This is an optimization exercise on Yosys and OpenROAD, whose aim is small area and a short achievable clock period, not a production implementation. Only simulation tests tie the RTL to the original design; equivalence was not proved. Power figures rest on the tool's default switching activity, not on a simulated workload.

$ cat flow/config.mk
export PLATFORM = sky130hd
export DESIGN_NAME = SingleCycleProcessor
export DESIGN_NICKNAME = SingleCycleProcessor
export VERILOG_FILES = /design/flow/design.v
export SDC_FILE = /design/flow/constraint.sdc
export NUM_CORES = 4
export LEC_CHECK = 0
export CAP_MARGIN = 20
export CORE_MARGIN = 2
export CORE_UTILIZATION = 50
export SETUP_SLACK_MARGIN = 5
export SLEW_MARGIN = 20
export SYNTH_HIERARCHICAL = 1
export TNS_END_PERCENT = 0
$ cat flow/constraint.sdc
create_clock -name core_clock -period 10.0 [get_ports {clk}]
set_input_delay 2.0000 -clock core_clock [delete_from_list [all_inputs] [get_ports {clk}]]
set_output_delay 2.0000 -clock core_clock [all_outputs]
set_load 0.01 [all_outputs]
$ cat flow/design.v
module  SingleCycleProcessor(DBtheRegVal, PC, DBtheReg, Instr, clk, reset);
	output  [31:0]  DBtheRegVal;
	output  [31:0]  PC;
	input   [3:0]   DBtheReg;
	input   [31:0]  Instr;
	input           clk, reset;
	reg     [31:0]  PC;
	reg     [31:0]  rf [0:14];
	reg     [14:0]  vld;
	reg     [31:0]  mem [0:7];
	reg             N, Z, C, V;
	wire    [3:0]   Rn = Instr[19:16];
	wire    [3:0]   Rd = Instr[15:12];
	wire    [3:0]   Rm = Instr[3:0];
	wire            RegWrite, MemWrite, PCSrc, MemtoReg, Branch, IsStr;
	wire            UseRegB, Sub, IsLogic, FlagNZ, FlagCV;
	wire    [1:0]   LogicOp;
	controlunit u1(.Instr(Instr), .Flags({N, Z, C, V}),
	               .RegWrite(RegWrite), .MemWrite(MemWrite), .PCSrc(PCSrc),
	               .MemtoReg(MemtoReg), .Branch(Branch), .IsStr(IsStr),
	               .UseRegB(UseRegB), .Sub(Sub), .IsLogic(IsLogic), .LogicOp(LogicOp),
	               .FlagNZ(FlagNZ), .FlagCV(FlagCV));
	wire    [28:0]  PCHiInc = PC[31:3] + 29'd1;
	wire    [31:0]  PCPlus8 = {PCHiInc, PC[2:0]};
	wire    [31:0]  PCPlus4 = PC[2] ? {PCHiInc, 1'b0, PC[1:0]} : {PC[31:3], 1'b1, PC[1:0]};
	genvar g;
	wire    [15:0]  selA, selB, selD;
	wire            selImm;
	controlsel  u2(.Instr(Instr), .vld(vld), .DBtheReg(DBtheReg),
	               .selA(selA), .selB(selB), .selD(selD), .selImm(selImm));
	wire    [31:0]  ExtImm;
	extend  u4(.ExtImm(ExtImm), .theData(Instr[23:0]), .ImmSrc(Instr[27:26]));
	wire    [31:0]  SrcA, SrcB, RD2;
	aor16   rda(.s(selA), .d0(rf[0]), .d1(rf[1]), .d2(rf[2]), .d3(rf[3]), .d4(rf[4]),
	            .d5(rf[5]), .d6(rf[6]), .d7(rf[7]), .d8(rf[8]), .d9(rf[9]), .d10(rf[10]),
	            .d11(rf[11]), .d12(rf[12]), .d13(rf[13]), .d14(rf[14]), .d15(PCPlus8), .y(SrcA));
	aor17   rdb(.s(selB), .d0(rf[0]), .d1(rf[1]), .d2(rf[2]), .d3(rf[3]), .d4(rf[4]),
	            .d5(rf[5]), .d6(rf[6]), .d7(rf[7]), .d8(rf[8]), .d9(rf[9]), .d10(rf[10]),
	            .d11(rf[11]), .d12(rf[12]), .d13(rf[13]), .d14(rf[14]), .d15(PCPlus8),
	            .si(selImm), .di(ExtImm), .y(SrcB));
	assign  RD2 = SrcB;
	aor16   rdd(.s(selD), .d0(rf[0]), .d1(rf[1]), .d2(rf[2]), .d3(rf[3]), .d4(rf[4]),
	            .d5(rf[5]), .d6(rf[6]), .d7(rf[7]), .d8(rf[8]), .d9(rf[9]), .d10(rf[10]),
	            .d11(rf[11]), .d12(rf[12]), .d13(rf[13]), .d14(rf[14]), .d15(PCPlus8), .y(DBtheRegVal));
	wire    [31:0]  Sum, Logic;
	wire    [3:0]   ALUFlags;
	alu     u5(.Sum(Sum), .Logic(Logic), .ALUFlags(ALUFlags), .Sub(Sub),
	           .IsLogic(IsLogic), .LogicOp(LogicOp), .SrcA(SrcA), .SrcB(SrcB));
	wire    [7:0]   selM;
	msel    ms(.a(SrcA[4:0]), .b(Instr[4:0]), .sel(selM));
	wire    [31:0]  ReadData;
	aor8    rdm(.s(selM), .d0(mem[0]), .d1(mem[1]), .d2(mem[2]), .d3(mem[3]),
	            .d4(mem[4]), .d5(mem[5]), .d6(mem[6]), .d7(mem[7]), .y(ReadData));
	wire            UseSum = ~MemtoReg & ~IsLogic;
	wire    [31:0]  NotSum = MemtoReg ? ReadData : (Logic & {32{IsLogic}});
	wire    [31:0]  Result, PCNext;
	ao21x32 resw(.y(Result), .a(Sum), .s(UseSum), .b(NotSum));
	ao21x32 resp(.y(PCNext), .a(Sum), .s(UseSum & PCSrc), .b(PCSrc ? NotSum : PCPlus4));
	always @(posedge clk, posedge reset) begin
		if (reset)
			PC <= 32'b0;
		else
			PC <= PCNext;
	end
	wire    [14:0]  wen;
	generate
		for (g = 0; g < 15; g = g + 1) begin : wr
			assign wen[g] = RegWrite & (Rd == g);
			always @(posedge clk)
				if (wen[g])
					rf[g] <= Result;
		end
		for (g = 0; g < 8; g = g + 1) begin : mw
			always @(posedge clk)
				if (MemWrite & selM[g])
					mem[g] <= RD2;
		end
	endgenerate
	always @(posedge clk, posedge reset) begin
		if (reset)
			vld <= 15'b0;
		else
			vld <= vld | wen;
	end
	always @(posedge clk) begin
		if (FlagNZ) begin
			N <= ALUFlags[3];
			Z <= ALUFlags[2];
		end
		if (FlagCV) begin
			C <= ALUFlags[1];
			V <= ALUFlags[0];
		end
	end
endmodule
module controlunit(Instr, Flags, RegWrite, MemWrite, PCSrc, MemtoReg,
                   Branch, IsStr, UseRegB, Sub, IsLogic, LogicOp, FlagNZ, FlagCV);
	input  [31:0]   Instr;
	input  [3:0]    Flags;
	output          RegWrite, MemWrite, PCSrc, MemtoReg, Branch, IsStr;
	output          UseRegB, Sub, IsLogic, FlagNZ, FlagCV;
	output [1:0]    LogicOp;
	wire            N = Flags[3], Z = Flags[2], C = Flags[1], V = Flags[0];
	reg             CondEx;
	wire   [3:0]    Cond = Instr[31:28];
	wire   [1:0]    Op   = Instr[27:26];
	wire   [3:0]    Cmd  = Instr[24:21];
	wire            S    = Instr[20];
	wire            RdIs15 = &Instr[15:12];
	wire            IsDP  = (Op == 2'b00);
	wire            IsMem = (Op == 2'b01);
	assign          Branch   = (Op == 2'b10);
	assign          MemtoReg = IsMem & S;
	assign          IsStr    = IsMem & ~S;
	assign          UseRegB  = IsDP & ~Instr[25];
	wire            cADD = (Cmd == 4'b0100);
	wire            cSUB = (Cmd == 4'b0010);
	wire            cAND = (Cmd == 4'b0000);
	wire            cORR = (Cmd == 4'b1100);
	wire            cCMP = (Cmd == 4'b1010) & S;
	wire            cEOR = (Cmd == 4'b0001);
	assign          Sub     = IsDP & (cSUB | cCMP);
	assign          IsLogic = IsDP & (cAND | cORR | cEOR);
	assign          LogicOp = {cEOR, cORR};       
	wire            NoWrite = cCMP;
	wire            FW1 = IsDP & ((S & (cADD | cSUB | cAND | cORR | cCMP)) | cEOR);
	wire            FW0 = IsDP & ((S & (cADD | cSUB | cCMP)) | cEOR);
	wire            RegW = IsDP | MemtoReg;
	always @(*) begin
		case (Cond)
			4'b0000:    CondEx = Z;
			4'b0001:    CondEx = !Z;
			4'b0010:    CondEx = C;
			4'b0011:    CondEx = !C;
			4'b0100:    CondEx = N;
			4'b0101:    CondEx = !N;
			4'b0110:    CondEx = V;
			4'b0111:    CondEx = !V;
			4'b1000:    CondEx = (!Z) && C;
			4'b1001:    CondEx = Z || (!C);
			4'b1010:    CondEx = !(N ^ V);
			4'b1011:    CondEx = N ^ V;
			4'b1100:    CondEx = (!Z) && (!(N ^ V));
			4'b1101:    CondEx = Z || (N ^ V);
			default:    CondEx = 1'b1;
		endcase
	end
	assign  FlagNZ   = FW1 & CondEx;
	assign  FlagCV   = FW0 & CondEx;
	assign  PCSrc    = ((RdIs15 & RegW) | Branch) & CondEx;
	assign  RegWrite = RegW & ~(IsDP & NoWrite) & ~RdIs15 & CondEx;
	assign  MemWrite = IsStr & CondEx;
endmodule
module controlsel(Instr, vld, DBtheReg, selA, selB, selD, selImm);
	input   [31:0]  Instr;
	input   [14:0]  vld;
	input   [3:0]   DBtheReg;
	output  [15:0]  selA, selB, selD;
	output          selImm;
	wire    [1:0]   Op = Instr[27:26];
	wire            Branch  = Op[1] & ~Op[0];
	wire            IsStr   = ~Op[1] & Op[0] & ~Instr[20];
	wire            UseRegB = ~Op[1] & ~Op[0] & ~Instr[25];
	assign          selImm  = ~(IsStr | UseRegB);
	wire    [3:0]   loA, loAu, hiA, loD, hiD, loM, hiM, loX, hiX;
	dec2q   p0(.a(Instr[17:16]), .q(~Branch), .y(loA));
	dec2    p1(.a(Instr[17:16]), .y(loAu));
	dec2    p2(.a(Instr[19:18]), .y(hiA));
	dec2q   p3(.a(Instr[13:12]), .q(IsStr),   .y(loD));
	dec2    p4(.a(Instr[15:14]), .y(hiD));
	dec2q   p5(.a(Instr[1:0]),   .q(UseRegB), .y(loM));
	dec2    p6(.a(Instr[3:2]), .y(hiM));
	dec2    p7(.a(DBtheReg[1:0]), .y(loX));
	dec2    p8(.a(DBtheReg[3:2]), .y(hiX));
	genvar g;
	generate
		for (g = 0; g < 15; g = g + 1) begin : s
			and3s  a(.y(selA[g]), .a(loA[g % 4]), .b(hiA[g / 4]), .c(vld[g]));
			selb2  b(.y(selB[g]), .a(loD[g % 4]), .b(hiD[g / 4]), .c(loM[g % 4]), .d(hiM[g / 4]), .v(vld[g]));
			and3s  d(.y(selD[g]), .a(loX[g % 4]), .b(hiX[g / 4]), .c(vld[g]));
		end
	endgenerate
	assign  selA[15] = Branch | (loAu[3] & hiA[3]);
	assign  selB[15] = (loD[3] & hiD[3]) | (loM[3] & hiM[3]);
	assign  selD[15] = loX[3] & hiX[3];
endmodule
module dec2q(a, q, y);
	input   [1:0]   a;
	input           q;
	output  [3:0]   y;
	assign  y = {a[1] & a[0] & q, a[1] & ~a[0] & q, ~a[1] & a[0] & q, ~a[1] & ~a[0] & q};
endmodule
module and3s(y, a, b, c);
	output  y;
	input   a, b, c;
	assign  y = a & b & c;
endmodule
module selb2(y, a, b, c, d, v);
	output  y;
	input   a, b, c, d, v;
	assign  y = v & ((a & b) | (c & d));
endmodule
module dec2(a, y);
	input   [1:0]   a;
	output  [3:0]   y;
	assign  y = {a[1] & a[0], a[1] & ~a[0], ~a[1] & a[0], ~a[1] & ~a[0]};
endmodule
module aor16(s, d0, d1, d2, d3, d4, d5, d6, d7, d8, d9, d10, d11, d12, d13, d14, d15, y);
	input   [15:0]  s;
	input   [31:0]  d0, d1, d2, d3, d4, d5, d6, d7, d8, d9, d10, d11, d12, d13, d14, d15;
	output  [31:0]  y;
	assign  y = ((d0  & {32{s[0]}})  | (d1  & {32{s[1]}}))  | ((d2  & {32{s[2]}})  | (d3  & {32{s[3]}}))
	          | ((d4  & {32{s[4]}})  | (d5  & {32{s[5]}}))  | ((d6  & {32{s[6]}})  | (d7  & {32{s[7]}}))
	          | ((d8  & {32{s[8]}})  | (d9  & {32{s[9]}}))  | ((d10 & {32{s[10]}}) | (d11 & {32{s[11]}}))
	          | ((d12 & {32{s[12]}}) | (d13 & {32{s[13]}})) | ((d14 & {32{s[14]}}) | (d15 & {32{s[15]}}));
endmodule
module ao21x32(y, a, s, b);
	output  [31:0]  y;
	input   [31:0]  a, b;
	input           s;
	assign  y = (a & {32{s}}) | b;
endmodule
module aor17(s, d0, d1, d2, d3, d4, d5, d6, d7, d8, d9, d10, d11, d12, d13, d14, d15, si, di, y);
	input   [15:0]  s;
	input           si;
	input   [31:0]  d0, d1, d2, d3, d4, d5, d6, d7, d8, d9, d10, d11, d12, d13, d14, d15, di;
	output  [31:0]  y;
	assign  y = ((d0  & {32{s[0]}})  | (d1  & {32{s[1]}}))  | ((d2  & {32{s[2]}})  | (d3  & {32{s[3]}}))
	          | ((d4  & {32{s[4]}})  | (d5  & {32{s[5]}}))  | ((d6  & {32{s[6]}})  | (d7  & {32{s[7]}}))
	          | ((d8  & {32{s[8]}})  | (d9  & {32{s[9]}}))  | ((d10 & {32{s[10]}}) | (d11 & {32{s[11]}}))
	          | ((d12 & {32{s[12]}}) | (d13 & {32{s[13]}})) | ((d14 & {32{s[14]}}) | (d15 & {32{s[15]}}))
	          | (di & {32{si}});
endmodule
module  extend(ExtImm, theData, ImmSrc);
	output  [31:0]  ExtImm;
	input   [23:0]  theData;
	input   [1:0]   ImmSrc;
	reg     [31:0]  ExtImm;
	always  @(*) begin
		case(ImmSrc)
			2'b00:  ExtImm = {24'b0, theData[7:0]};                      
			2'b01:  ExtImm = {20'b0, theData[11:0]};                     
			2'b10:  ExtImm = { {6{theData[23]}}, theData[23:0], 2'b00};  
			default:  ExtImm = 32'b0;
		endcase
	end
endmodule
module alu(Sum, Logic, ALUFlags, Sub, IsLogic, LogicOp, SrcA, SrcB);
	output  [31:0]  Sum, Logic;
	output  [3:0]   ALUFlags;
	input           Sub, IsLogic;
	input   [1:0]   LogicOp;
	input   [31:0]  SrcA, SrcB;
	wire    [31:0]  B = SrcB ^ {32{Sub}};
	wire    [31:0]  P = SrcA ^ B;
	wire            Cout, C31;
	ksadd   add(.a(SrcA), .b(B), .p(P), .ci(Sub), .s(Sum), .co(Cout), .c31(C31));
	reg     [31:0]  Logic;
	always @(*) begin
		case (LogicOp)
			2'b00:   Logic = SrcA & SrcB;
			2'b01:   Logic = SrcA | SrcB;
			default: Logic = SrcA ^ SrcB;
		endcase
	end
	wire    [31:0]  K = {SrcA[30:0] | B[30:0], Sub};
	wire            ZSum = ~|(P ^ K);
	wire            ZLogic = ~|Logic;
	wire    N = IsLogic ? Logic[31] : Sum[31];
	wire    Z = IsLogic ? ZLogic : ZSum;
	wire    C = ~IsLogic & Cout;
	wire    V = ~IsLogic & (Cout ^ C31);
	assign  ALUFlags = {N, Z, C, V};
endmodule
module ksadd(a, b, p, ci, s, co, c31);
	input   [31:0]  a, b, p;    
	input           ci;
	output  [31:0]  s;
	output          co, c31;
	wire g0_0;
	wire t0_0;
	wire g0_1;
	wire t0_1;
	wire g0_2;
	wire t0_2;
	wire g0_3;
	wire t0_3;
	wire g0_4;
	wire t0_4;
	wire g0_5;
	wire t0_5;
	wire g0_6;
	wire t0_6;
	wire g0_7;
	wire t0_7;
	wire g0_8;
	wire t0_8;
	wire g0_9;
	wire t0_9;
	wire g0_10;
	wire t0_10;
	wire g0_11;
	wire t0_11;
	wire g0_12;
	wire t0_12;
	wire g0_13;
	wire t0_13;
	wire g0_14;
	wire t0_14;
	wire g0_15;
	wire t0_15;
	wire g0_16;
	wire t0_16;
	wire g0_17;
	wire t0_17;
	wire g0_18;
	wire t0_18;
	wire g0_19;
	wire t0_19;
	wire g0_20;
	wire t0_20;
	wire g0_21;
	wire t0_21;
	wire g0_22;
	wire t0_22;
	wire g0_23;
	wire t0_23;
	wire g0_24;
	wire t0_24;
	wire g0_25;
	wire t0_25;
	wire g0_26;
	wire t0_26;
	wire g0_27;
	wire t0_27;
	wire g0_28;
	wire t0_28;
	wire g0_29;
	wire t0_29;
	wire g0_30;
	wire t0_30;
	wire g0_31;
	wire t0_31;
	wire g1_1;
	wire ci_n;
	wire g1_2;
	wire t1_2;
	wire g1_3;
	wire t1_3;
	wire g1_4;
	wire t1_4;
	wire g1_5;
	wire t1_5;
	wire g1_6;
	wire t1_6;
	wire g1_7;
	wire t1_7;
	wire g1_8;
	wire t1_8;
	wire g1_9;
	wire t1_9;
	wire g1_10;
	wire t1_10;
	wire g1_11;
	wire t1_11;
	wire g1_12;
	wire t1_12;
	wire g1_13;
	wire t1_13;
	wire g1_14;
	wire t1_14;
	wire g1_15;
	wire t1_15;
	wire g1_16;
	wire t1_16;
	wire g1_17;
	wire t1_17;
	wire g1_18;
	wire t1_18;
	wire g1_19;
	wire t1_19;
	wire g1_20;
	wire t1_20;
	wire g1_21;
	wire t1_21;
	wire g1_22;
	wire t1_22;
	wire g1_23;
	wire t1_23;
	wire g1_24;
	wire t1_24;
	wire g1_25;
	wire t1_25;
	wire g1_26;
	wire t1_26;
	wire g1_27;
	wire t1_27;
	wire g1_28;
	wire t1_28;
	wire g1_29;
	wire t1_29;
	wire g1_30;
	wire t1_30;
	wire g1_31;
	wire t1_31;
	wire g1_32;
	wire t1_32;
	wire g2_2;
	wire g2_3;
	wire g2_4;
	wire t2_4;
	wire g2_5;
	wire t2_5;
	wire g2_6;
	wire t2_6;
	wire g2_7;
	wire t2_7;
	wire g2_8;
	wire t2_8;
	wire g2_9;
	wire t2_9;
	wire g2_10;
	wire t2_10;
	wire g2_11;
	wire t2_11;
	wire g2_12;
	wire t2_12;
	wire g2_13;
	wire t2_13;
	wire g2_14;
	wire t2_14;
	wire g2_15;
	wire t2_15;
	wire g2_16;
	wire t2_16;
	wire g2_17;
	wire t2_17;
	wire g2_18;
	wire t2_18;
	wire g2_19;
	wire t2_19;
	wire g2_20;
	wire t2_20;
	wire g2_21;
	wire t2_21;
	wire g2_22;
	wire t2_22;
	wire g2_23;
	wire t2_23;
	wire g2_24;
	wire t2_24;
	wire g2_25;
	wire t2_25;
	wire g2_26;
	wire t2_26;
	wire g2_27;
	wire t2_27;
	wire g2_28;
	wire t2_28;
	wire g2_29;
	wire t2_29;
	wire g2_30;
	wire t2_30;
	wire g2_31;
	wire t2_31;
	wire g2_32;
	wire t2_32;
	wire g3_4;
	wire g3_5;
	wire g1_1_n;
	wire g3_6;
	wire g3_7;
	wire g3_8;
	wire t3_8;
	wire g3_9;
	wire t3_9;
	wire g3_10;
	wire t3_10;
	wire g3_11;
	wire t3_11;
	wire g3_12;
	wire t3_12;
	wire g3_13;
	wire t3_13;
	wire g3_14;
	wire t3_14;
	wire g3_15;
	wire t3_15;
	wire g3_16;
	wire t3_16;
	wire g3_17;
	wire t3_17;
	wire g3_18;
	wire t3_18;
	wire g3_19;
	wire t3_19;
	wire g3_20;
	wire t3_20;
	wire g3_21;
	wire t3_21;
	wire g3_22;
	wire t3_22;
	wire g3_23;
	wire t3_23;
	wire g3_24;
	wire t3_24;
	wire g3_25;
	wire t3_25;
	wire g3_26;
	wire t3_26;
	wire g3_27;
	wire t3_27;
	wire g3_28;
	wire t3_28;
	wire g3_29;
	wire t3_29;
	wire g3_30;
	wire t3_30;
	wire g3_31;
	wire t3_31;
	wire g3_32;
	wire t3_32;
	wire g4_8;
	wire g4_9;
	wire g4_10;
	wire g2_2_n;
	wire g4_11;
	wire g2_3_n;
	wire g4_12;
	wire g4_13;
	wire g4_14;
	wire g4_15;
	wire g4_16;
	wire t4_16;
	wire g4_17;
	wire t4_17;
	wire g4_18;
	wire t4_18;
	wire g4_19;
	wire t4_19;
	wire g4_20;
	wire t4_20;
	wire g4_21;
	wire t4_21;
	wire g4_22;
	wire t4_22;
	wire g4_23;
	wire t4_23;
	wire g4_24;
	wire t4_24;
	wire g4_25;
	wire t4_25;
	wire g4_26;
	wire t4_26;
	wire g4_27;
	wire t4_27;
	wire g4_28;
	wire t4_28;
	wire g4_29;
	wire t4_29;
	wire g4_30;
	wire t4_30;
	wire g4_31;
	wire t4_31;
	wire g4_32;
	wire t4_32;
	wire g5_16;
	wire g5_17;
	wire g5_18;
	wire g5_19;
	wire g5_20;
	wire g3_4_n;
	wire g5_21;
	wire g3_5_n;
	wire g5_22;
	wire g3_6_n;
	wire g5_23;
	wire g3_7_n;
	wire g5_24;
	wire g5_25;
	wire g5_26;
	wire g5_27;
	wire g5_28;
	wire g5_29;
	wire g5_30;
	wire g5_31;
	wire g5_32;
	wire t5_32;
	wire g6_32;
	wire g6_32_n;
	c_nand2 k1(.y(g0_0), .a(a[0]), .b(b[0]));
	c_nor2 k2(.y(t0_0), .a(a[0]), .b(b[0]));
	c_nand2 k3(.y(g0_1), .a(a[1]), .b(b[1]));
	c_nor2 k4(.y(t0_1), .a(a[1]), .b(b[1]));
	c_nand2 k5(.y(g0_2), .a(a[2]), .b(b[2]));
	c_nor2 k6(.y(t0_2), .a(a[2]), .b(b[2]));
	c_nand2 k7(.y(g0_3), .a(a[3]), .b(b[3]));
	c_nor2 k8(.y(t0_3), .a(a[3]), .b(b[3]));
	c_nand2 k9(.y(g0_4), .a(a[4]), .b(b[4]));
	c_nor2 k10(.y(t0_4), .a(a[4]), .b(b[4]));
	c_nand2 k11(.y(g0_5), .a(a[5]), .b(b[5]));
	c_nor2 k12(.y(t0_5), .a(a[5]), .b(b[5]));
	c_nand2 k13(.y(g0_6), .a(a[6]), .b(b[6]));
	c_nor2 k14(.y(t0_6), .a(a[6]), .b(b[6]));
	c_nand2 k15(.y(g0_7), .a(a[7]), .b(b[7]));
	c_nor2 k16(.y(t0_7), .a(a[7]), .b(b[7]));
	c_nand2 k17(.y(g0_8), .a(a[8]), .b(b[8]));
	c_nor2 k18(.y(t0_8), .a(a[8]), .b(b[8]));
	c_nand2 k19(.y(g0_9), .a(a[9]), .b(b[9]));
	c_nor2 k20(.y(t0_9), .a(a[9]), .b(b[9]));
	c_nand2 k21(.y(g0_10), .a(a[10]), .b(b[10]));
	c_nor2 k22(.y(t0_10), .a(a[10]), .b(b[10]));
	c_nand2 k23(.y(g0_11), .a(a[11]), .b(b[11]));
	c_nor2 k24(.y(t0_11), .a(a[11]), .b(b[11]));
	c_nand2 k25(.y(g0_12), .a(a[12]), .b(b[12]));
	c_nor2 k26(.y(t0_12), .a(a[12]), .b(b[12]));
	c_nand2 k27(.y(g0_13), .a(a[13]), .b(b[13]));
	c_nor2 k28(.y(t0_13), .a(a[13]), .b(b[13]));
	c_nand2 k29(.y(g0_14), .a(a[14]), .b(b[14]));
	c_nor2 k30(.y(t0_14), .a(a[14]), .b(b[14]));
	c_nand2 k31(.y(g0_15), .a(a[15]), .b(b[15]));
	c_nor2 k32(.y(t0_15), .a(a[15]), .b(b[15]));
	c_nand2 k33(.y(g0_16), .a(a[16]), .b(b[16]));
	c_nor2 k34(.y(t0_16), .a(a[16]), .b(b[16]));
	c_nand2 k35(.y(g0_17), .a(a[17]), .b(b[17]));
	c_nor2 k36(.y(t0_17), .a(a[17]), .b(b[17]));
	c_nand2 k37(.y(g0_18), .a(a[18]), .b(b[18]));
	c_nor2 k38(.y(t0_18), .a(a[18]), .b(b[18]));
	c_nand2 k39(.y(g0_19), .a(a[19]), .b(b[19]));
	c_nor2 k40(.y(t0_19), .a(a[19]), .b(b[19]));
	c_nand2 k41(.y(g0_20), .a(a[20]), .b(b[20]));
	c_nor2 k42(.y(t0_20), .a(a[20]), .b(b[20]));
	c_nand2 k43(.y(g0_21), .a(a[21]), .b(b[21]));
	c_nor2 k44(.y(t0_21), .a(a[21]), .b(b[21]));
	c_nand2 k45(.y(g0_22), .a(a[22]), .b(b[22]));
	c_nor2 k46(.y(t0_22), .a(a[22]), .b(b[22]));
	c_nand2 k47(.y(g0_23), .a(a[23]), .b(b[23]));
	c_nor2 k48(.y(t0_23), .a(a[23]), .b(b[23]));
	c_nand2 k49(.y(g0_24), .a(a[24]), .b(b[24]));
	c_nor2 k50(.y(t0_24), .a(a[24]), .b(b[24]));
	c_nand2 k51(.y(g0_25), .a(a[25]), .b(b[25]));
	c_nor2 k52(.y(t0_25), .a(a[25]), .b(b[25]));
	c_nand2 k53(.y(g0_26), .a(a[26]), .b(b[26]));
	c_nor2 k54(.y(t0_26), .a(a[26]), .b(b[26]));
	c_nand2 k55(.y(g0_27), .a(a[27]), .b(b[27]));
	c_nor2 k56(.y(t0_27), .a(a[27]), .b(b[27]));
	c_nand2 k57(.y(g0_28), .a(a[28]), .b(b[28]));
	c_nor2 k58(.y(t0_28), .a(a[28]), .b(b[28]));
	c_nand2 k59(.y(g0_29), .a(a[29]), .b(b[29]));
	c_nor2 k60(.y(t0_29), .a(a[29]), .b(b[29]));
	c_nand2 k61(.y(g0_30), .a(a[30]), .b(b[30]));
	c_nor2 k62(.y(t0_30), .a(a[30]), .b(b[30]));
	c_nand2 k63(.y(g0_31), .a(a[31]), .b(b[31]));
	c_nor2 k64(.y(t0_31), .a(a[31]), .b(b[31]));
	c_inv k65(.y(ci_n), .a(ci));
	c_oai21 k66(.y(g1_1), .a(g0_0), .b(t0_0), .c(ci_n));
	c_oai21 k67(.y(g1_2), .a(g0_1), .b(t0_1), .c(g0_0));
	c_nor2 k68(.y(t1_2), .a(t0_1), .b(t0_0));
	c_oai21 k69(.y(g1_3), .a(g0_2), .b(t0_2), .c(g0_1));
	c_nor2 k70(.y(t1_3), .a(t0_2), .b(t0_1));
	c_oai21 k71(.y(g1_4), .a(g0_3), .b(t0_3), .c(g0_2));
	c_nor2 k72(.y(t1_4), .a(t0_3), .b(t0_2));
	c_oai21 k73(.y(g1_5), .a(g0_4), .b(t0_4), .c(g0_3));
	c_nor2 k74(.y(t1_5), .a(t0_4), .b(t0_3));
	c_oai21 k75(.y(g1_6), .a(g0_5), .b(t0_5), .c(g0_4));
	c_nor2 k76(.y(t1_6), .a(t0_5), .b(t0_4));
	c_oai21 k77(.y(g1_7), .a(g0_6), .b(t0_6), .c(g0_5));
	c_nor2 k78(.y(t1_7), .a(t0_6), .b(t0_5));
	c_oai21 k79(.y(g1_8), .a(g0_7), .b(t0_7), .c(g0_6));
	c_nor2 k80(.y(t1_8), .a(t0_7), .b(t0_6));
	c_oai21 k81(.y(g1_9), .a(g0_8), .b(t0_8), .c(g0_7));
	c_nor2 k82(.y(t1_9), .a(t0_8), .b(t0_7));
	c_oai21 k83(.y(g1_10), .a(g0_9), .b(t0_9), .c(g0_8));
	c_nor2 k84(.y(t1_10), .a(t0_9), .b(t0_8));
	c_oai21 k85(.y(g1_11), .a(g0_10), .b(t0_10), .c(g0_9));
	c_nor2 k86(.y(t1_11), .a(t0_10), .b(t0_9));
	c_oai21 k87(.y(g1_12), .a(g0_11), .b(t0_11), .c(g0_10));
	c_nor2 k88(.y(t1_12), .a(t0_11), .b(t0_10));
	c_oai21 k89(.y(g1_13), .a(g0_12), .b(t0_12), .c(g0_11));
	c_nor2 k90(.y(t1_13), .a(t0_12), .b(t0_11));
	c_oai21 k91(.y(g1_14), .a(g0_13), .b(t0_13), .c(g0_12));
	c_nor2 k92(.y(t1_14), .a(t0_13), .b(t0_12));
	c_oai21 k93(.y(g1_15), .a(g0_14), .b(t0_14), .c(g0_13));
	c_nor2 k94(.y(t1_15), .a(t0_14), .b(t0_13));
	c_oai21 k95(.y(g1_16), .a(g0_15), .b(t0_15), .c(g0_14));
	c_nor2 k96(.y(t1_16), .a(t0_15), .b(t0_14));
	c_oai21 k97(.y(g1_17), .a(g0_16), .b(t0_16), .c(g0_15));
	c_nor2 k98(.y(t1_17), .a(t0_16), .b(t0_15));
	c_oai21 k99(.y(g1_18), .a(g0_17), .b(t0_17), .c(g0_16));
	c_nor2 k100(.y(t1_18), .a(t0_17), .b(t0_16));
	c_oai21 k101(.y(g1_19), .a(g0_18), .b(t0_18), .c(g0_17));
	c_nor2 k102(.y(t1_19), .a(t0_18), .b(t0_17));
	c_oai21 k103(.y(g1_20), .a(g0_19), .b(t0_19), .c(g0_18));
	c_nor2 k104(.y(t1_20), .a(t0_19), .b(t0_18));
	c_oai21 k105(.y(g1_21), .a(g0_20), .b(t0_20), .c(g0_19));
	c_nor2 k106(.y(t1_21), .a(t0_20), .b(t0_19));
	c_oai21 k107(.y(g1_22), .a(g0_21), .b(t0_21), .c(g0_20));
	c_nor2 k108(.y(t1_22), .a(t0_21), .b(t0_20));
	c_oai21 k109(.y(g1_23), .a(g0_22), .b(t0_22), .c(g0_21));
	c_nor2 k110(.y(t1_23), .a(t0_22), .b(t0_21));
	c_oai21 k111(.y(g1_24), .a(g0_23), .b(t0_23), .c(g0_22));
	c_nor2 k112(.y(t1_24), .a(t0_23), .b(t0_22));
	c_oai21 k113(.y(g1_25), .a(g0_24), .b(t0_24), .c(g0_23));
	c_nor2 k114(.y(t1_25), .a(t0_24), .b(t0_23));
	c_oai21 k115(.y(g1_26), .a(g0_25), .b(t0_25), .c(g0_24));
	c_nor2 k116(.y(t1_26), .a(t0_25), .b(t0_24));
	c_oai21 k117(.y(g1_27), .a(g0_26), .b(t0_26), .c(g0_25));
	c_nor2 k118(.y(t1_27), .a(t0_26), .b(t0_25));
	c_oai21 k119(.y(g1_28), .a(g0_27), .b(t0_27), .c(g0_26));
	c_nor2 k120(.y(t1_28), .a(t0_27), .b(t0_26));
	c_oai21 k121(.y(g1_29), .a(g0_28), .b(t0_28), .c(g0_27));
	c_nor2 k122(.y(t1_29), .a(t0_28), .b(t0_27));
	c_oai21 k123(.y(g1_30), .a(g0_29), .b(t0_29), .c(g0_28));
	c_nor2 k124(.y(t1_30), .a(t0_29), .b(t0_28));
	c_oai21 k125(.y(g1_31), .a(g0_30), .b(t0_30), .c(g0_29));
	c_nor2 k126(.y(t1_31), .a(t0_30), .b(t0_29));
	c_oai21 k127(.y(g1_32), .a(g0_31), .b(t0_31), .c(g0_30));
	c_nor2 k128(.y(t1_32), .a(t0_31), .b(t0_30));
	c_aoi21 k129(.y(g2_2), .a(g1_2), .b(t1_2), .c(ci));
	c_aoi21 k130(.y(g2_3), .a(g1_3), .b(t1_3), .c(g1_1));
	c_aoi21 k131(.y(g2_4), .a(g1_4), .b(t1_4), .c(g1_2));
	c_nand2 k132(.y(t2_4), .a(t1_4), .b(t1_2));
	c_aoi21 k133(.y(g2_5), .a(g1_5), .b(t1_5), .c(g1_3));
	c_nand2 k134(.y(t2_5), .a(t1_5), .b(t1_3));
	c_aoi21 k135(.y(g2_6), .a(g1_6), .b(t1_6), .c(g1_4));
	c_nand2 k136(.y(t2_6), .a(t1_6), .b(t1_4));
	c_aoi21 k137(.y(g2_7), .a(g1_7), .b(t1_7), .c(g1_5));
	c_nand2 k138(.y(t2_7), .a(t1_7), .b(t1_5));
	c_aoi21 k139(.y(g2_8), .a(g1_8), .b(t1_8), .c(g1_6));
	c_nand2 k140(.y(t2_8), .a(t1_8), .b(t1_6));
	c_aoi21 k141(.y(g2_9), .a(g1_9), .b(t1_9), .c(g1_7));
	c_nand2 k142(.y(t2_9), .a(t1_9), .b(t1_7));
	c_aoi21 k143(.y(g2_10), .a(g1_10), .b(t1_10), .c(g1_8));
	c_nand2 k144(.y(t2_10), .a(t1_10), .b(t1_8));
	c_aoi21 k145(.y(g2_11), .a(g1_11), .b(t1_11), .c(g1_9));
	c_nand2 k146(.y(t2_11), .a(t1_11), .b(t1_9));
	c_aoi21 k147(.y(g2_12), .a(g1_12), .b(t1_12), .c(g1_10));
	c_nand2 k148(.y(t2_12), .a(t1_12), .b(t1_10));
	c_aoi21 k149(.y(g2_13), .a(g1_13), .b(t1_13), .c(g1_11));
	c_nand2 k150(.y(t2_13), .a(t1_13), .b(t1_11));
	c_aoi21 k151(.y(g2_14), .a(g1_14), .b(t1_14), .c(g1_12));
	c_nand2 k152(.y(t2_14), .a(t1_14), .b(t1_12));
	c_aoi21 k153(.y(g2_15), .a(g1_15), .b(t1_15), .c(g1_13));
	c_nand2 k154(.y(t2_15), .a(t1_15), .b(t1_13));
	c_aoi21 k155(.y(g2_16), .a(g1_16), .b(t1_16), .c(g1_14));
	c_nand2 k156(.y(t2_16), .a(t1_16), .b(t1_14));
	c_aoi21 k157(.y(g2_17), .a(g1_17), .b(t1_17), .c(g1_15));
	c_nand2 k158(.y(t2_17), .a(t1_17), .b(t1_15));
	c_aoi21 k159(.y(g2_18), .a(g1_18), .b(t1_18), .c(g1_16));
	c_nand2 k160(.y(t2_18), .a(t1_18), .b(t1_16));
	c_aoi21 k161(.y(g2_19), .a(g1_19), .b(t1_19), .c(g1_17));
	c_nand2 k162(.y(t2_19), .a(t1_19), .b(t1_17));
	c_aoi21 k163(.y(g2_20), .a(g1_20), .b(t1_20), .c(g1_18));
	c_nand2 k164(.y(t2_20), .a(t1_20), .b(t1_18));
	c_aoi21 k165(.y(g2_21), .a(g1_21), .b(t1_21), .c(g1_19));
	c_nand2 k166(.y(t2_21), .a(t1_21), .b(t1_19));
	c_aoi21 k167(.y(g2_22), .a(g1_22), .b(t1_22), .c(g1_20));
	c_nand2 k168(.y(t2_22), .a(t1_22), .b(t1_20));
	c_aoi21 k169(.y(g2_23), .a(g1_23), .b(t1_23), .c(g1_21));
	c_nand2 k170(.y(t2_23), .a(t1_23), .b(t1_21));
	c_aoi21 k171(.y(g2_24), .a(g1_24), .b(t1_24), .c(g1_22));
	c_nand2 k172(.y(t2_24), .a(t1_24), .b(t1_22));
	c_aoi21 k173(.y(g2_25), .a(g1_25), .b(t1_25), .c(g1_23));
	c_nand2 k174(.y(t2_25), .a(t1_25), .b(t1_23));
	c_aoi21 k175(.y(g2_26), .a(g1_26), .b(t1_26), .c(g1_24));
	c_nand2 k176(.y(t2_26), .a(t1_26), .b(t1_24));
	c_aoi21 k177(.y(g2_27), .a(g1_27), .b(t1_27), .c(g1_25));
	c_nand2 k178(.y(t2_27), .a(t1_27), .b(t1_25));
	c_aoi21 k179(.y(g2_28), .a(g1_28), .b(t1_28), .c(g1_26));
	c_nand2 k180(.y(t2_28), .a(t1_28), .b(t1_26));
	c_aoi21 k181(.y(g2_29), .a(g1_29), .b(t1_29), .c(g1_27));
	c_nand2 k182(.y(t2_29), .a(t1_29), .b(t1_27));
	c_aoi21 k183(.y(g2_30), .a(g1_30), .b(t1_30), .c(g1_28));
	c_nand2 k184(.y(t2_30), .a(t1_30), .b(t1_28));
	c_aoi21 k185(.y(g2_31), .a(g1_31), .b(t1_31), .c(g1_29));
	c_nand2 k186(.y(t2_31), .a(t1_31), .b(t1_29));
	c_aoi21 k187(.y(g2_32), .a(g1_32), .b(t1_32), .c(g1_30));
	c_nand2 k188(.y(t2_32), .a(t1_32), .b(t1_30));
	c_oai21 k189(.y(g3_4), .a(g2_4), .b(t2_4), .c(ci_n));
	c_inv k190(.y(g1_1_n), .a(g1_1));
	c_oai21 k191(.y(g3_5), .a(g2_5), .b(t2_5), .c(g1_1_n));
	c_oai21 k192(.y(g3_6), .a(g2_6), .b(t2_6), .c(g2_2));
	c_oai21 k193(.y(g3_7), .a(g2_7), .b(t2_7), .c(g2_3));
	c_oai21 k194(.y(g3_8), .a(g2_8), .b(t2_8), .c(g2_4));
	c_nor2 k195(.y(t3_8), .a(t2_8), .b(t2_4));
	c_oai21 k196(.y(g3_9), .a(g2_9), .b(t2_9), .c(g2_5));
	c_nor2 k197(.y(t3_9), .a(t2_9), .b(t2_5));
	c_oai21 k198(.y(g3_10), .a(g2_10), .b(t2_10), .c(g2_6));
	c_nor2 k199(.y(t3_10), .a(t2_10), .b(t2_6));
	c_oai21 k200(.y(g3_11), .a(g2_11), .b(t2_11), .c(g2_7));
	c_nor2 k201(.y(t3_11), .a(t2_11), .b(t2_7));
	c_oai21 k202(.y(g3_12), .a(g2_12), .b(t2_12), .c(g2_8));
	c_nor2 k203(.y(t3_12), .a(t2_12), .b(t2_8));
	c_oai21 k204(.y(g3_13), .a(g2_13), .b(t2_13), .c(g2_9));
	c_nor2 k205(.y(t3_13), .a(t2_13), .b(t2_9));
	c_oai21 k206(.y(g3_14), .a(g2_14), .b(t2_14), .c(g2_10));
	c_nor2 k207(.y(t3_14), .a(t2_14), .b(t2_10));
	c_oai21 k208(.y(g3_15), .a(g2_15), .b(t2_15), .c(g2_11));
	c_nor2 k209(.y(t3_15), .a(t2_15), .b(t2_11));
	c_oai21 k210(.y(g3_16), .a(g2_16), .b(t2_16), .c(g2_12));
	c_nor2 k211(.y(t3_16), .a(t2_16), .b(t2_12));
	c_oai21 k212(.y(g3_17), .a(g2_17), .b(t2_17), .c(g2_13));
	c_nor2 k213(.y(t3_17), .a(t2_17), .b(t2_13));
	c_oai21 k214(.y(g3_18), .a(g2_18), .b(t2_18), .c(g2_14));
	c_nor2 k215(.y(t3_18), .a(t2_18), .b(t2_14));
	c_oai21 k216(.y(g3_19), .a(g2_19), .b(t2_19), .c(g2_15));
	c_nor2 k217(.y(t3_19), .a(t2_19), .b(t2_15));
	c_oai21 k218(.y(g3_20), .a(g2_20), .b(t2_20), .c(g2_16));
	c_nor2 k219(.y(t3_20), .a(t2_20), .b(t2_16));
	c_oai21 k220(.y(g3_21), .a(g2_21), .b(t2_21), .c(g2_17));
	c_nor2 k221(.y(t3_21), .a(t2_21), .b(t2_17));
	c_oai21 k222(.y(g3_22), .a(g2_22), .b(t2_22), .c(g2_18));
	c_nor2 k223(.y(t3_22), .a(t2_22), .b(t2_18));
	c_oai21 k224(.y(g3_23), .a(g2_23), .b(t2_23), .c(g2_19));
	c_nor2 k225(.y(t3_23), .a(t2_23), .b(t2_19));
	c_oai21 k226(.y(g3_24), .a(g2_24), .b(t2_24), .c(g2_20));
	c_nor2 k227(.y(t3_24), .a(t2_24), .b(t2_20));
	c_oai21 k228(.y(g3_25), .a(g2_25), .b(t2_25), .c(g2_21));
	c_nor2 k229(.y(t3_25), .a(t2_25), .b(t2_21));
	c_oai21 k230(.y(g3_26), .a(g2_26), .b(t2_26), .c(g2_22));
	c_nor2 k231(.y(t3_26), .a(t2_26), .b(t2_22));
	c_oai21 k232(.y(g3_27), .a(g2_27), .b(t2_27), .c(g2_23));
	c_nor2 k233(.y(t3_27), .a(t2_27), .b(t2_23));
	c_oai21 k234(.y(g3_28), .a(g2_28), .b(t2_28), .c(g2_24));
	c_nor2 k235(.y(t3_28), .a(t2_28), .b(t2_24));
	c_oai21 k236(.y(g3_29), .a(g2_29), .b(t2_29), .c(g2_25));
	c_nor2 k237(.y(t3_29), .a(t2_29), .b(t2_25));
	c_oai21 k238(.y(g3_30), .a(g2_30), .b(t2_30), .c(g2_26));
	c_nor2 k239(.y(t3_30), .a(t2_30), .b(t2_26));
	c_oai21 k240(.y(g3_31), .a(g2_31), .b(t2_31), .c(g2_27));
	c_nor2 k241(.y(t3_31), .a(t2_31), .b(t2_27));
	c_oai21 k242(.y(g3_32), .a(g2_32), .b(t2_32), .c(g2_28));
	c_nor2 k243(.y(t3_32), .a(t2_32), .b(t2_28));
	c_aoi21 k244(.y(g4_8), .a(g3_8), .b(t3_8), .c(ci));
	c_aoi21 k245(.y(g4_9), .a(g3_9), .b(t3_9), .c(g1_1));
	c_inv k246(.y(g2_2_n), .a(g2_2));
	c_aoi21 k247(.y(g4_10), .a(g3_10), .b(t3_10), .c(g2_2_n));
	c_inv k248(.y(g2_3_n), .a(g2_3));
	c_aoi21 k249(.y(g4_11), .a(g3_11), .b(t3_11), .c(g2_3_n));
	c_aoi21 k250(.y(g4_12), .a(g3_12), .b(t3_12), .c(g3_4));
	c_aoi21 k251(.y(g4_13), .a(g3_13), .b(t3_13), .c(g3_5));
	c_aoi21 k252(.y(g4_14), .a(g3_14), .b(t3_14), .c(g3_6));
	c_aoi21 k253(.y(g4_15), .a(g3_15), .b(t3_15), .c(g3_7));
	c_aoi21 k254(.y(g4_16), .a(g3_16), .b(t3_16), .c(g3_8));
	c_nand2 k255(.y(t4_16), .a(t3_16), .b(t3_8));
	c_aoi21 k256(.y(g4_17), .a(g3_17), .b(t3_17), .c(g3_9));
	c_nand2 k257(.y(t4_17), .a(t3_17), .b(t3_9));
	c_aoi21 k258(.y(g4_18), .a(g3_18), .b(t3_18), .c(g3_10));
	c_nand2 k259(.y(t4_18), .a(t3_18), .b(t3_10));
	c_aoi21 k260(.y(g4_19), .a(g3_19), .b(t3_19), .c(g3_11));
	c_nand2 k261(.y(t4_19), .a(t3_19), .b(t3_11));
	c_aoi21 k262(.y(g4_20), .a(g3_20), .b(t3_20), .c(g3_12));
	c_nand2 k263(.y(t4_20), .a(t3_20), .b(t3_12));
	c_aoi21 k264(.y(g4_21), .a(g3_21), .b(t3_21), .c(g3_13));
	c_nand2 k265(.y(t4_21), .a(t3_21), .b(t3_13));
	c_aoi21 k266(.y(g4_22), .a(g3_22), .b(t3_22), .c(g3_14));
	c_nand2 k267(.y(t4_22), .a(t3_22), .b(t3_14));
	c_aoi21 k268(.y(g4_23), .a(g3_23), .b(t3_23), .c(g3_15));
	c_nand2 k269(.y(t4_23), .a(t3_23), .b(t3_15));
	c_aoi21 k270(.y(g4_24), .a(g3_24), .b(t3_24), .c(g3_16));
	c_nand2 k271(.y(t4_24), .a(t3_24), .b(t3_16));
	c_aoi21 k272(.y(g4_25), .a(g3_25), .b(t3_25), .c(g3_17));
	c_nand2 k273(.y(t4_25), .a(t3_25), .b(t3_17));
	c_aoi21 k274(.y(g4_26), .a(g3_26), .b(t3_26), .c(g3_18));
	c_nand2 k275(.y(t4_26), .a(t3_26), .b(t3_18));
	c_aoi21 k276(.y(g4_27), .a(g3_27), .b(t3_27), .c(g3_19));
	c_nand2 k277(.y(t4_27), .a(t3_27), .b(t3_19));
	c_aoi21 k278(.y(g4_28), .a(g3_28), .b(t3_28), .c(g3_20));
	c_nand2 k279(.y(t4_28), .a(t3_28), .b(t3_20));
	c_aoi21 k280(.y(g4_29), .a(g3_29), .b(t3_29), .c(g3_21));
	c_nand2 k281(.y(t4_29), .a(t3_29), .b(t3_21));
	c_aoi21 k282(.y(g4_30), .a(g3_30), .b(t3_30), .c(g3_22));
	c_nand2 k283(.y(t4_30), .a(t3_30), .b(t3_22));
	c_aoi21 k284(.y(g4_31), .a(g3_31), .b(t3_31), .c(g3_23));
	c_nand2 k285(.y(t4_31), .a(t3_31), .b(t3_23));
	c_aoi21 k286(.y(g4_32), .a(g3_32), .b(t3_32), .c(g3_24));
	c_nand2 k287(.y(t4_32), .a(t3_32), .b(t3_24));
	c_oai21 k288(.y(g5_16), .a(g4_16), .b(t4_16), .c(ci_n));
	c_oai21 k289(.y(g5_17), .a(g4_17), .b(t4_17), .c(g1_1_n));
	c_oai21 k290(.y(g5_18), .a(g4_18), .b(t4_18), .c(g2_2));
	c_oai21 k291(.y(g5_19), .a(g4_19), .b(t4_19), .c(g2_3));
	c_inv k292(.y(g3_4_n), .a(g3_4));
	c_oai21 k293(.y(g5_20), .a(g4_20), .b(t4_20), .c(g3_4_n));
	c_inv k294(.y(g3_5_n), .a(g3_5));
	c_oai21 k295(.y(g5_21), .a(g4_21), .b(t4_21), .c(g3_5_n));
	c_inv k296(.y(g3_6_n), .a(g3_6));
	c_oai21 k297(.y(g5_22), .a(g4_22), .b(t4_22), .c(g3_6_n));
	c_inv k298(.y(g3_7_n), .a(g3_7));
	c_oai21 k299(.y(g5_23), .a(g4_23), .b(t4_23), .c(g3_7_n));
	c_oai21 k300(.y(g5_24), .a(g4_24), .b(t4_24), .c(g4_8));
	c_oai21 k301(.y(g5_25), .a(g4_25), .b(t4_25), .c(g4_9));
	c_oai21 k302(.y(g5_26), .a(g4_26), .b(t4_26), .c(g4_10));
	c_oai21 k303(.y(g5_27), .a(g4_27), .b(t4_27), .c(g4_11));
	c_oai21 k304(.y(g5_28), .a(g4_28), .b(t4_28), .c(g4_12));
	c_oai21 k305(.y(g5_29), .a(g4_29), .b(t4_29), .c(g4_13));
	c_oai21 k306(.y(g5_30), .a(g4_30), .b(t4_30), .c(g4_14));
	c_oai21 k307(.y(g5_31), .a(g4_31), .b(t4_31), .c(g4_15));
	c_oai21 k308(.y(g5_32), .a(g4_32), .b(t4_32), .c(g4_16));
	c_nor2 k309(.y(t5_32), .a(t4_32), .b(t4_16));
	c_aoi21 k310(.y(g6_32), .a(g5_32), .b(t5_32), .c(ci));
	c_xor2 k311(.y(s[0]), .a(p[0]), .b(ci));
	c_xor2 k312(.y(s[1]), .a(p[1]), .b(g1_1));
	c_xnor2 k313(.y(s[2]), .a(p[2]), .b(g2_2));
	c_xnor2 k314(.y(s[3]), .a(p[3]), .b(g2_3));
	c_xor2 k315(.y(s[4]), .a(p[4]), .b(g3_4));
	c_xor2 k316(.y(s[5]), .a(p[5]), .b(g3_5));
	c_xor2 k317(.y(s[6]), .a(p[6]), .b(g3_6));
	c_xor2 k318(.y(s[7]), .a(p[7]), .b(g3_7));
	c_xnor2 k319(.y(s[8]), .a(p[8]), .b(g4_8));
	c_xnor2 k320(.y(s[9]), .a(p[9]), .b(g4_9));
	c_xnor2 k321(.y(s[10]), .a(p[10]), .b(g4_10));
	c_xnor2 k322(.y(s[11]), .a(p[11]), .b(g4_11));
	c_xnor2 k323(.y(s[12]), .a(p[12]), .b(g4_12));
	c_xnor2 k324(.y(s[13]), .a(p[13]), .b(g4_13));
	c_xnor2 k325(.y(s[14]), .a(p[14]), .b(g4_14));
	c_xnor2 k326(.y(s[15]), .a(p[15]), .b(g4_15));
	c_xor2 k327(.y(s[16]), .a(p[16]), .b(g5_16));
	c_xor2 k328(.y(s[17]), .a(p[17]), .b(g5_17));
	c_xor2 k329(.y(s[18]), .a(p[18]), .b(g5_18));
	c_xor2 k330(.y(s[19]), .a(p[19]), .b(g5_19));
	c_xor2 k331(.y(s[20]), .a(p[20]), .b(g5_20));
	c_xor2 k332(.y(s[21]), .a(p[21]), .b(g5_21));
	c_xor2 k333(.y(s[22]), .a(p[22]), .b(g5_22));
	c_xor2 k334(.y(s[23]), .a(p[23]), .b(g5_23));
	c_xor2 k335(.y(s[24]), .a(p[24]), .b(g5_24));
	c_xor2 k336(.y(s[25]), .a(p[25]), .b(g5_25));
	c_xor2 k337(.y(s[26]), .a(p[26]), .b(g5_26));
	c_xor2 k338(.y(s[27]), .a(p[27]), .b(g5_27));
	c_xor2 k339(.y(s[28]), .a(p[28]), .b(g5_28));
	c_xor2 k340(.y(s[29]), .a(p[29]), .b(g5_29));
	c_xor2 k341(.y(s[30]), .a(p[30]), .b(g5_30));
	c_xor2 k342(.y(s[31]), .a(p[31]), .b(g5_31));
	c_inv k343(.y(g6_32_n), .a(g6_32));
	assign co = g6_32_n;
	assign c31 = g5_31;
endmodule
module c_inv(y, a);        output y; input a;       assign y = ~a;              endmodule
module c_nand2(y, a, b);   output y; input a, b;    assign y = ~(a & b);        endmodule
module c_nor2(y, a, b);    output y; input a, b;    assign y = ~(a | b);        endmodule
module c_aoi21(y, a, b, c); output y; input a, b, c; assign y = ~(a | (b & c)); endmodule
module c_oai21(y, a, b, c); output y; input a, b, c; assign y = ~(a & (b | c)); endmodule
module c_xor2(y, a, b);    output y; input a, b;    assign y = a ^ b;           endmodule
module c_xnor2(y, a, b);   output y; input a, b;    assign y = ~(a ^ b);        endmodule
module aor8(s, d0, d1, d2, d3, d4, d5, d6, d7, y);
	input   [7:0]   s;
	input   [31:0]  d0, d1, d2, d3, d4, d5, d6, d7;
	output  [31:0]  y;
	assign  y = ((d0 & {32{s[0]}}) | (d1 & {32{s[1]}})) | ((d2 & {32{s[2]}}) | (d3 & {32{s[3]}}))
	          | ((d4 & {32{s[4]}}) | (d5 & {32{s[5]}})) | ((d6 & {32{s[6]}}) | (d7 & {32{s[7]}}));
endmodule
module msel(a, b, sel);
	input   [4:0]   a, b;
	output  [7:0]   sel;
	wire            c2 = (a[1] & b[1]) | ((a[1] | b[1]) & a[0] & b[0]);
	wire    [2:0]   b1 = b[4:2] + 3'd1;
	reg     [7:0]   sel;
	reg     [7:0]   t;
	integer j, k;
	always @(*) begin
		for (j = 0; j < 8; j = j + 1)
			t[j] = c2 ? (b1 == j) : (b[4:2] == j);
		for (j = 0; j < 8; j = j + 1) begin
			sel[j] = 1'b0;
			for (k = 0; k < 8; k = k + 1)
				sel[j] = sel[j] | ((a[4:2] == k) & t[(j - k) & 7]);
		end
	end
endmodule
$ cat flow/run.sh
#!/bin/bash
# synth_recipe.tcl (not shown) runs the flow's synth.tcl, then flattens the netlist and writes it again
# the make line also repeats each setting of config.mk as NAME=value (left out here)
make -C /OpenROAD-flow-scripts/flow DESIGN_CONFIG=/design/flow/config.mk WORK_HOME=/design/flow/orfs CLKGATE_MAP_FILE= SYNTH_SCRIPT=/design/flow/synth_recipe.tcl finish
==> impl_results.md, run 1 <==
- Status: finished clean
- Root buffer cell: clkbuf_16
- DRC: 0
- Tightest Pin Transition: 1.05 ns
- Final hold vios: 0
- Max capacitance violation total: 0
- CTS tree: built
- Fin. max-slew vios: 0
- Post-synthesis cell area: 43,100 sq um
- Fraction of layout cells with a size suffix above 1: 0.240
- Yosys synthesis warning count: 15
- Worst-Skew Late Latency: 0.69 ns
- Worst EP required: 10.39 ns
- CTS Buf Count: 85
- CTS H-tree lvls: 3
- Final wirelength: 208 mm
- Number of port buffers: 101
- DR vias/cell: 7.87
- Clock buffer depth: 3
- Fin cells: 4,970
- Dpl ws: 1.18 ns
- P&R area growth vs syn: 20.1%
- Kind of critical path: in2reg
- Setup_tns: 0 ns
- Final nets: 3,885
- Worst Skew: 0.0413 ns
- Worst-path clk slew: 0.06 ns
- Syn_area_per_cell: 12.2 sq um
- Final ANT Viol Nets: 0
- Placed Cells: 4,617
- VDD IR max: 166 uV
- Finish-stage setup viols: 0
- Largest net degree at the start of global routing: 55
- Commonest non-fill, non-tap cell in the layout: edfxtp_1
- Power density cells: 200 nW/um^2
- Worst-path fanout max: 8
- Setup crit end kind: flip-flop
- IO Pins: 102
- Hpwl dp: 117 mm
- Antenna violations before repair: 15
- Vias in the first global route: 36.7k
- Commonest non-fill, non-tap cells in the layout: edfxtp_1, a22o_1, a221oi_1, a22oi_1, buf_4
- Final hold slack: 0.589 ns
- P_leak: 18.0 nW
- Clk sink count: 787
- Hold WC Path Type: reg2reg
- Fin util: 0.606
- RD Place Congestion: 1.03
- Crit path launch type: primary input
- Slew margin rel.: 0.299
- Core Area: 85,300 sq um
- Max Fclk: 0.159 GHz
- Die H: 297 um
- Via count: 39.1k
- Die area: 88,500 sq um
- GRT overflow: 0
- Hold buffers post-CTS: 0
- First-pass GRT wire length: 281 mm
- Mapped Cells: 3,516
- RSZ-0062 raised after global routing: yes
- Mean routed wirelength per cell: 41.9 um
- Worst setup margin: 3.71 ns
- Minimum clock period: 6.29 ns
- Global Route Usage Sum: 0.452
- Period utilisation layout: 0.629
- First-pass DRT Iterations: 14
- Row cnt: 107
- Synthesized Nets: 3,653
- Starting density of the core: 0.505
- Iteration-0 DRC Markers: 7,840
- Worst EP arrival: 6.68 ns
- Die extent in x: 297 um
per-stage QoR:
| step | power [W] | area [sq um] |
|---|---|---|
| 2_1_floorplan | 0.00557 | 43100 |
| 3_3_place_gp | 0.00669 | 45100 |
| 3_5_place_dp | 0.00673 | 45100 |
| 4_1_cts | 0.0100 | 50500 |
| 5_1_grt | 0.0106 | 51700 |
| 6_report | 0.0103 | 51700 |
metal layers:
metal  GRT usage  vias up  wire length [um]
li1            -    14900                 -
met1       0.549    19000             71200
met3       0.188     1239             31800
met4       0.317       14             18800
met2       0.650     3967             86200
met5      0.0124        -               214
worst max-delay path, stage by stage:
cell and delay, ns:
buf_2 0.19, nor2_4 0.40, and3_4 0.40, a22o_1 0.19, a221oi_2 0.05, nand4_1 0.13, buf_6 0.16, a31oi_4 0.11
nor2_4 0.22, mux2i_4 0.28, buf_12 0.14, buf_6 0.10, nor2_4 0.03, a221o_2 0.44, a311o_2 0.45, clkbuf_16 0.22
a22oi_1 0.21, nand4_1 0.27, a22o_2 0.38, a21o_2 0.27
worst paths after layout:
check                      slack, ns      start  depth (start not counted)        end
max                             3.71  Instr[18]                         20  rf[3][23]
min                             0.59     vld[8]                          1     vld[8]
max reg2reg                     4.50     PC[12]                         14          Z
min reg2reg                     0.59     vld[8]                          1     vld[8]
max in group asynchronous       7.57      reset                          3     PC[11]
min in group asynchronous       1.89      reset                          3      PC[4]
layout make-up:
class	count	area (sq um)
Antenna cell	11	27.5
Clock buffer	104	2240
Clock inverter	50	488
Fill cell	6756	33600
Inverter	126	477
Multi-Input combinational cell	2377	19700
Sequential cell	787	23400
Tap cell	1144	1430
Timing Repair Buffer	371	3930
state kept, by name (all words and copies together), names as in the netlist:
signal / count
V: 1
vld: 15
C: 1
mem: 256
Z: 1
rf: 480
N: 1
PC: 32
report_power, final:
part	total, W	internal, W	switching, W	leakage (nW)
logic	0.00298	0.00100	0.00198	9.32
registers	0.00421	0.00396	0.000249	7.33
clock network	0.00315	0.00176	0.00139	1.32
total	0.0103	0.00673	0.00362	18.0
repair_timing:
action | CTS | global route
setup endpoints to repair | 1518 | 1010
cloned | 20 | 6
gates resized for setup | 442 | 136
pin swaps | 74 | 59
buffers inserted | 120 | 42
hold endpoints to repair | 0 | 0
==> run 2, diff against run 1 <==
==> flow/flow/run.sh (new file) <==
#!/bin/bash
# The standard layout, with plain buffers (sky130_fd_sc_hd__buf_2) on the
# ports instead of the resizer's default choice (a delay cell).
set -o pipefail
cp standard.sh standard_copy.sh.txt 2>/dev/null
export BUFFER_PORTS_ARGS="-buffer_cell sky130_fd_sc_hd__buf_2"
bash standard.sh > standard_flow.log 2>&1
==> flow/standard.sh (new file) <==
#!/bin/bash
# synth_recipe.tcl (not shown) runs the flow's synth.tcl, then flattens the netlist and writes it again
# the make line also repeats each setting of config.mk as NAME=value (left out here)
make -C /OpenROAD-flow-scripts/flow DESIGN_CONFIG=/design/flow/config.mk WORK_HOME=/design/flow/orfs CLKGATE_MAP_FILE= SYNTH_SCRIPT=/design/flow/synth_recipe.tcl "${@:-finish}"
removed: flow/run.sh
==> run 2 against run 1 <==
Net effect: first-iteration DRC count down 5.4%; sequential share of layout area increased by 1.5 points; maximum frequency up 2.6%; register-to-register slack worse by 0.02 ns; wire length shrank 2.6%; area after synthesis stayed put; worst hold slack worse by 0.0058 ns; sequential cell count did not move; global-route usage decreased by 0.66 points; worst setup slack improved by 0.16 ns.
==> impl_results.md, run 2 <==
- Vias in the first global route: 36.5k (-0.55%)
- Largest register FFs: 480 (unchanged)
- Max Fclk: 0.163 GHz (+2.6%)
- Clock buffer depth: 3 (unchanged)
- Worst-path fanout max: 22 (+14)
- Antenna violations before repair: 14 (-1)
- Iteration-0 DRC Markers: 7,419 (-5.4%)
- Setup crit end kind: flip-flop
- Commonest non-fill, non-tap cell in the layout: edfxtp_1
- P_leak: 17.5 nW (-2.6%)
- Final hold slack: 0.583 ns (-0.00580 ns)
- Hpwl dp: 116 mm (-0.56%)
- Fraction of layout cells with a size suffix above 1: 0.227 (-0.0136)
- Syn_area_per_cell: 12.2 sq um (unchanged)
- Minimum clock period: 6.13 ns (-0.159 ns)
- CTS Buf Count: 85 (unchanged)
- Met2 wire length: 84.3 mm (-2.2%)
- Number of port buffers: 101 (unchanged)
- Synthesized Nets: 3,653 (unchanged)
- RSZ-0062 raised after global routing: yes
- Max capacitance violation total: 0 (unchanged)
- CTS tree: built
- Largest net degree at the start of global routing: 55 (unchanged)
- Worst-Skew Late Latency: 0.70 ns (about the same)
- Die extent in x: 297 um (unchanged)
- DR vias/cell: 7.83 (-0.58%)
- Via count: 38.4k (-1.9%)
- Wire length on met3: 31.2 mm (-2.1%)
- Kind of critical path: in2reg
- Post-synthesis cell area: 43,100 sq um (unchanged)
- VDD IR max: 150 uV (-9.7%)
- Global Route Usage Sum: 0.445 (-0.00661)
- Dpl ws: 1.74 ns (+0.557 ns)
- Period utilisation layout: 0.613 (-0.0159)
- Top Layer Used: met5
- Final ANT Viol Nets: 0 (unchanged)
- Worst setup margin: 3.87 ns (+0.159 ns)
- Commonest non-fill, non-tap cells in the layout: edfxtp_1, a22o_1, a221oi_1, a22oi_1, nand2_1
- CTS H-tree lvls: 3 (unchanged)
- Placed Cells: 4,602 (-0.32%)
- Die area: 88,500 sq um (unchanged)
- Core Area: 85,300 sq um (unchanged)
- GRT overflow: 0 (unchanged)
- Area occupied by multi-input gates: 19,200 sq um (-2.6%)
- First-pass GRT wire length: 278 mm (-1.2%)
- DRC: 0 (unchanged)
- Top Registers: rf: 480 flops, mem: 256 flops, PC: 32 flops
- Register area: 23,400 sq um (about the same)
- First-pass DRT Iterations: 14 (unchanged)
- Fin cells: 4,904 (-1.3%)
- Tightest Pin Transition: 1.04 ns (-0.00713 ns)
- Root buffer cell: clkbuf_16
- Final wirelength: 203 mm (-2.6%)
- Mean routed wirelength per cell: 41.3 um (-1.3%)
- Final nets: 3,818 (-1.7%)
- Final hold vios: 0 (unchanged)
- Mapped Cells: 3,516 (unchanged)
- Finish-stage setup viols: 0 (unchanged)
- Crit path launch type: primary input
- IO Pins: 102 (unchanged)
- Worst-path clk slew: 0.06 ns (about the same)
- Slew margin rel.: 0.303 (+0.00332)
- Status: finished clean
- Row cnt: 107 (unchanged)
- Worst EP required: 10.50 ns (+0.11 ns)
- RD Place Congestion: 1.06 (+3.5%)
- Setup_tns: 0 ns (unchanged)
- Clk sink count: 787 (unchanged)
- Post-Route M1 WL: 70.0 mm (-1.7%)
- Power density cells: 208 nW/um^2 (+3.7%)
- Worst EP arrival: 6.63 ns (-0.05 ns)
- Fin. max-slew vios: 0 (unchanged)
- Die H: 297 um (unchanged)
- Fill count: 6,935 (+2.6%)
- Final Power: 0.0104 W (+0.38%)
- Worst Skew: 0.0487 ns (+0.00746 ns)
- Yosys synthesis warning count: 15 (unchanged)
- Hold WC Path Type: reg2reg
- Starting density of the core: 0.505 (unchanged)
- P&R area growth vs syn: 16.2%
- Most flops, register: rf
-- run 2: timing repair --
action	CTS	global route
hold buffers	0	0
buffers inserted	105	15
endpoints found under the setup margin	935	1173
gates resized for setup	257	52
gates cloned	15	1
pin swaps	59	27
hold endpoints to repair	0	0
-- run 2: report_power, final --
group          switching, W  total [W]  internal, W
combinational       0.00193    0.00286     0.000926
sequential         0.000252    0.00421      0.00396
clock               0.00138    0.00331      0.00193
total               0.00357     0.0104      0.00682
-- run 2: metal layers --
| layer | vias to the layer above | global-route usage |
|---|---|---|
| met2 | 3781 | 0.647 |
| met1 | 18600 | 0.539 |
| met5 | - | 0.0211 |
| li1 | 14800 | - |
| met4 | 6 | 0.276 |
| met3 | 1262 | 0.199 |
-- run 2: final timing paths --
check                      startpoint   endpoint  slack, ns  cells after the start
hold reg to reg                vld[6]     vld[6]       0.58                      1
max in group asynchronous       reset     PC[25]       7.90                      3
setup / recovery            Instr[20]  rf[7][26]       3.87                     19
min in group asynchronous       reset     vld[9]       1.53                      3
hold / removal                 vld[6]     vld[6]       0.58                      1
setup reg to reg               PC[11]          V       4.48                     19
-- run 2: cell type report --
class / instances / area share
inverter: 126 / 0.00945
clock inverter: 53 / 0.0132
timing repair buffer: 308 / 0.0522
tap: 1144 / 0.0286
clock buffer: 102 / 0.0450
sequential: 787 / 0.468
antenna: 11 / 0.000550
multi-input combinational: 2373 / 0.383
-- run 2: per-stage QoR --
stage                util  cell area [sq um]
detailed placement  0.521              44500
finish              0.587              50000
global route        0.587              50000
CTS                 0.582              49600
global placement    0.521              44400
floorplan               -              43100
-- run 2: critical path: stages --
cell and delay (ns):
buf_4 0.18, nor3b_2 0.34, and3b_1 0.32, a22oi_1 0.18, nor2b_4 0.25, buf_6 0.38
a22o_1 0.21, a221oi_2 0.04, and3_1 0.17, nand3_2 0.23, xor2_1 0.29, nor2_1 0.13
nor2_1 0.27, nand2_1 0.18, nor2_1 0.26, a21oi_2 0.17, o21ai_2 0.30, xor2_2 0.38
a21o_2 0.30

==> separate check: timing with driven ports <==
The results above use ideal ports. As a check the final layouts listed here were re-extracted and re-timed, cells and wires unchanged.
Step 1: set_driving_cell puts a clkbuf_16 on clk and a buf_2 on each other input, an assumption about the parent block.
Step 2 times the ports against the registers' clock, not the clock port: input delays grow and output delays shrink by t, the midpoint of the rising clock arrivals with the driver on.
a / b / c = ideal / step 1 / step 2; a / b = the first two.
| run | shift t [ns] | setup WS [ns] | slew at the worst register clock pin (ns) |
|---|---|---|---|
| run 1 | 0.736 | 3.712 / 3.728 / 3.014 | 0.07 / 0.07 |
| run 2 | 0.750 | 3.872 / 3.769 / 3.019 | 0.07 / 0.07 |
After both steps every run listed still meets setup and hold. For run 2, which loses most, drivers alone change the setup slack by -0.103 ns; drivers and shift together by -0.853 ns.
